This is an optimization exercise on Yosys and OpenROAD, whose aim is small area, a short achievable clock period and few clock cycles per item, not a production implementation.
In this exercise RTL edits were held to simulation tests only and were not proved equivalent to the original.
Power and IR drop assume default switching activity.

## alpha
==> flow/design.v (excerpt) <==
module SQRT(
	RST,
	CLK,
	IN_VALID,
	IN,
	OUT_VALID,
	OUT
);
Size: about 240 cells after synthesis, ~34 flip-flops, ~32 I/O pins.
export LEC_CHECK = 0
export CAP_MARGIN = 20
export CORE_MARGIN = 2
export CORE_UTILIZATION = 60
export SLEW_MARGIN = 20
create_clock -name core_clock -period 10.0 [get_ports {CLK}]
standard.sh (not shown) runs the stock make flow with config.mk's settings and CLKGATE_MAP_FILE= SYNTH_SCRIPT=/design/flow/synth_recipe.tcl, a recipe that flattens the netlist after the stock synthesis.
==> flow/flow/run.sh <==
#!/bin/bash
# Standard layout, except:
# - ABC maps the logic with flow/area.abc (area-oriented) instead of the speed script;
#   everything else in synthesis is the standard script (synth_recipe.tcl), so the
#   registers and their names are the standard synthesis's;
# - the smallest buffer on each input and output port;
# - timing repair aimed at a setup slack well beyond the required 0.
set -euo pipefail
W=$PWD
export BUFFER_PORTS_ARGS="-buffer_cell sky130_fd_sc_hd__buf_1"
export SETUP_SLACK_MARGIN=6.9
export MY_ABC_SCRIPT=$W/flow/area.abc
export FLOW_SYNTH_TCL=$W/synth_recipe.tcl
sed "s#SYNTH_SCRIPT=[^ ]*#SYNTH_SCRIPT=$W/flow/my_synth.tcl#" standard.sh > my_standard.sh
grep -q "SYNTH_SCRIPT=$W/flow/my_synth.tcl" my_standard.sh
bash my_standard.sh > standard_make.log 2>&1
==> flow/flow/area.abc <==
strash
&get -n
&dch -f
&nf -R 1000
&put
topo
==> flow/flow/my_synth.tcl <==
# The standard synthesis, with its ABC mapping script replaced by the one in MY_ABC_SCRIPT.
proc abc {args} {
  set i [lsearch -exact $args -script]
  if { $i >= 0 && [info exists ::env(MY_ABC_SCRIPT)] } {
    set args [lreplace $args [expr {$i + 1}] [expr {$i + 1}] $::env(MY_ABC_SCRIPT)]
  }
  yosys abc {*}$args
}
source $::env(FLOW_SYNTH_TCL)
Testbench counts of alpha, summed over its fixed seeds: cycles 41,608, items 3,200.
--- input diff alpha..beta ---
- changing CORE_UTILIZATION from 60 to 75
diff --git a/flow/flow/run.sh b/flow/flow/run.sh
--- a/flow/flow/run.sh
+++ b/flow/flow/run.sh
@@ -11 +11 @@
-export SETUP_SLACK_MARGIN=6.9
+export SETUP_SLACK_MARGIN=7.0
Results
- Summary: post-detailed-routing wire length, beta worse than alpha
- Compared with alpha, power in beta increased by more than 10%.
- beta vs. alpha: count of fill cells added during filler insertion went down; period utilization did not really move.
- Combinational share of power, alpha and beta, higher one = alpha.
- beta: routed via count divided by cell count 3.1% above alpha
- Diff alpha -> beta: core utilization went up; worst slew slack as a fraction of its limit now sits lower; final instance area went up.
- Floorplan die area on beta is down relative to alpha.
- On total count of max-transition violations in the final report, alpha and beta are neck and neck.
Changes in gamma relative to beta:
- swapping 75 for 60 in CORE_UTILIZATION
diff --git a/flow/flow/run.sh b/flow/flow/run.sh
--- a/flow/flow/run.sh
+++ b/flow/flow/run.sh
@@ -11 +11 @@
-export SETUP_SLACK_MARGIN=7.0
+export SETUP_SLACK_MARGIN=6.8
Findings:
gamma closes out successfully: all stages finished, all timing, DRC and antenna checks passed.
On clock sink count, gamma and beta are basically level.
As far as share of the clock period used by the worst path is concerned, beta and gamma perform about the same.
Relative to beta, gamma degrades worst hold slack after final layout.
Comparing final area for gamma and beta, the smaller number came from gamma.
Status: time the worst path needs with I/O delays and setup parity (beta, gamma)
Utilization (lower): gamma
> inputs changed (gamma -> delta)
diff --git a/flow/flow/run.sh b/flow/flow/run.sh
--- a/flow/flow/run.sh
+++ b/flow/flow/run.sh
@@ -11 +11,2 @@
-export SETUP_SLACK_MARGIN=6.8
+export SETUP_SLACK_MARGIN=6.9
+export RECOVER_POWER=100
## What came out
- Number of antenna violations at the first check in global routing: delta vs gamma identical
- Between delta and gamma, the detailed placement HPWL does not differ in any meaningful way.
- Wire length of delta falls short of that of gamma slightly.
- E[8]$_SDFFE_PP1P_ as the launch point of the worst path was reported by gamma, and E[1]$_SDFFE_PP1P_ by delta.
## Diff of input files: epsilon against delta
- setting CTS_BUF_LIST to sky130_fd_sc_hd__clkbuf_8 for the first time
- setting CTS_CLUSTER_SIZE to 40 for the first time
- setting CTS_CLUSTER_DIAMETER to 200 for the first time
diff --git a/flow/flow/run.sh b/flow/flow/run.sh
--- a/flow/flow/run.sh
+++ b/flow/flow/run.sh
@@ -11,2 +11 @@
-export SETUP_SLACK_MARGIN=6.9
-export RECOVER_POWER=100
+export SETUP_SLACK_MARGIN=7.0
epsilon went all the way through the flow, and no timing, DRC or antenna check failed. Internal power was lower in the run labelled delta. Routing usage on met3 | epsilon above delta. In epsilon, the sequential share of layout area came out 1.5 points below the value in delta. Diff delta -> epsilon | area of the multi-input gates | increase of about 3.7%. Post-cts gate resize count in epsilon is 2 above delta. Maximum frequency for epsilon is higher than for delta. Changes observed in epsilon relative to delta: area after synthesis ~0 delta; critical path depth fell 7; worst setup slack +530 ps; global-route usage has decreased; total power rose by 9.3%.

========
## nickel
Another version of the RTL of SQRT (not shown whole).
For scale: roughly 240 cells after synthesis, roughly 1900 um2 of cells after synthesis.
Settings: LEC_CHECK=0, CAP_MARGIN=20, CORE_MARGIN=2, CORE_UTILIZATION=60, SLEW_MARGIN=20; clock period 10.0 ns.
==> flow/flow/run.sh <==
#!/bin/bash
# Standard layout, except:
# - ABC maps the logic with flow/area.abc (area-oriented) instead of the speed script;
#   everything else in synthesis is the standard script (synth_recipe.tcl), so the
#   registers and their names are the standard synthesis's;
# - the smallest buffer on each input and output port;
# - timing repair aimed at a setup slack well beyond the required 0.
set -euo pipefail
W=$PWD
export BUFFER_PORTS_ARGS="-buffer_cell sky130_fd_sc_hd__buf_1"
export SETUP_SLACK_MARGIN=7.15
export MY_ABC_SCRIPT=$W/flow/area.abc
export FLOW_SYNTH_TCL=$W/synth_recipe.tcl
sed "s#SYNTH_SCRIPT=[^ ]*#SYNTH_SCRIPT=$W/flow/my_synth.tcl#" standard.sh > my_standard.sh
grep -q "SYNTH_SCRIPT=$W/flow/my_synth.tcl" my_standard.sh
bash my_standard.sh > standard_make.log 2>&1
Scripts as last shown in full above: flow/flow/area.abc, flow/flow/my_synth.tcl
nickel completed every stage of the flow, and the final layout passed the timing, design-rule and antenna checks.
Testbench counts of nickel, summed over its fixed seeds: cycles 41,608, items 3,200.
## Diff of input files: maple against nickel
-- flow/flow/run.sh --
<<< nickel, line 11
export SETUP_SLACK_MARGIN=7.15
>>> maple, line 11
export SETUP_SLACK_MARGIN=7.0
[summary]
In the metrics for maple and nickel, the one carrying the higher quantity of gates resized following cts is nickel.
Per the comparison of maple with nickel, layout filler cell count saw an increase, worst hold slack closely matched the old numbers, post-route total power moved down.
#### Input delta (harbor over maple)
-- flow/flow/run.sh --
<<< maple, line 11
export SETUP_SLACK_MARGIN=7.0
>>> harbor, line 11
export SETUP_SLACK_MARGIN=6.8
==> flow/flow/area.abc <==
strash
dch
map -a
topo
## What came out
- Sort harbor and maple by shortest period the worst path allows, descending, and harbor comes first.
- Against maple, harbor reports a final worst-path setup slack that is lower.
- Comparing utilization of the core after routing for harbor and maple, the smaller number came from maple.
- Per the comparison of harbor with maple, adder-cell area share of the yosys netlist shows a reduction of 0.38 points, initial standard-cell utilization of the core shows an increase of 1.2 points.
- On count of multi-input gates: between harbor and maple, it ends up higher for maple.
- From maple to harbor the numbers moved as follows: power share of the sequential group lost 0.7 points; count of cells along the worst hold path rose by 1.
#### Input delta (zinc over harbor)
-- flow/flow/run.sh --
<<< harbor, line 11
export SETUP_SLACK_MARGIN=6.8
>>> zinc, line 11
export SETUP_SLACK_MARGIN=6.5
==> flow/flow/area.abc <==
strash
&get -n
&dch -f
&nf -R 1000
&put
topo
- zinc against harbor: layout cell share with drive strength beyond 1 lost 6.1 points, worst endpoint data arrival time picked up an extra 280 ps, non-clock buffer count lost 6, synthesized area lost 66 um2.
- In zinc relative to harbor, total power had gone down by a little under 10%.
Edits applied to the flow inputs when going from zinc to sierra:
-- flow/flow/run.sh --
<<< zinc, line 11
export SETUP_SLACK_MARGIN=6.5
>>> sierra, line 11
export SETUP_SLACK_MARGIN=7.1
==> flow/flow/area.abc <==
strash
dch
map -a
topo
==> comparison <==
Number of placed I/O pins came out exactly the same in sierra and zinc.
On sierra: non-clock buffer count is 15 higher than what zinc gave.
The critical path capture point comes out E[12] in one run and OUT[10] in the other, namely in zinc and sierra respectively.
Summary: via count, sierra worse than zinc

==> separate check: timing with driven ports <==
The results above use ideal ports. As a check the final layouts listed here were re-extracted and re-timed, cells and wires unchanged.
Step 1 sets driving cells, clkbuf_16 on the clock port and buf_2 on the other inputs (assumed; they add their load-dependent delay and slew).
Step 2 also shifts input and output timing later by t, the mid clock arrival at the registers, as if the neighbouring blocks saw the same clock.
a / b / c = ideal / step 1 / step 2; a / b = the first two.
run | shift t [ns] | slack for setup (ns) | slew at the worst register clock pin (ns)
alpha | 0.351 | 7.058 / 7.037 / 6.774 | 0.10 / 0.10
beta | 0.364 | 7.044 / 7.022 / 6.763 | 0.11 / 0.11
gamma | 0.361 | 7.042 / 7.020 / 6.777 | 0.10 / 0.10
delta | 0.351 | 6.519 / 6.519 / 6.505 | 0.10 / 0.10
epsilon | 0.299 | 7.049 / 7.051 / 6.752 | 0.07 / 0.07
nickel | 0.345 | 7.193 / 7.171 / 6.875 | 0.10 / 0.10
maple | 0.344 | 7.067 / 7.047 / 6.839 | 0.10 / 0.10
harbor | 0.355 | 6.997 / 6.982 / 6.799 | 0.10 / 0.10
zinc | 0.351 | 6.802 / 6.802 / 6.523 | 0.09 / 0.09
sierra | 0.363 | 7.134 / 7.111 / 6.838 | 0.10 / 0.10
After both steps every run listed still meets setup and hold. The setup slack of nickel, which loses most, moves by -0.022 ns with the drivers and by -0.318 ns with both steps.
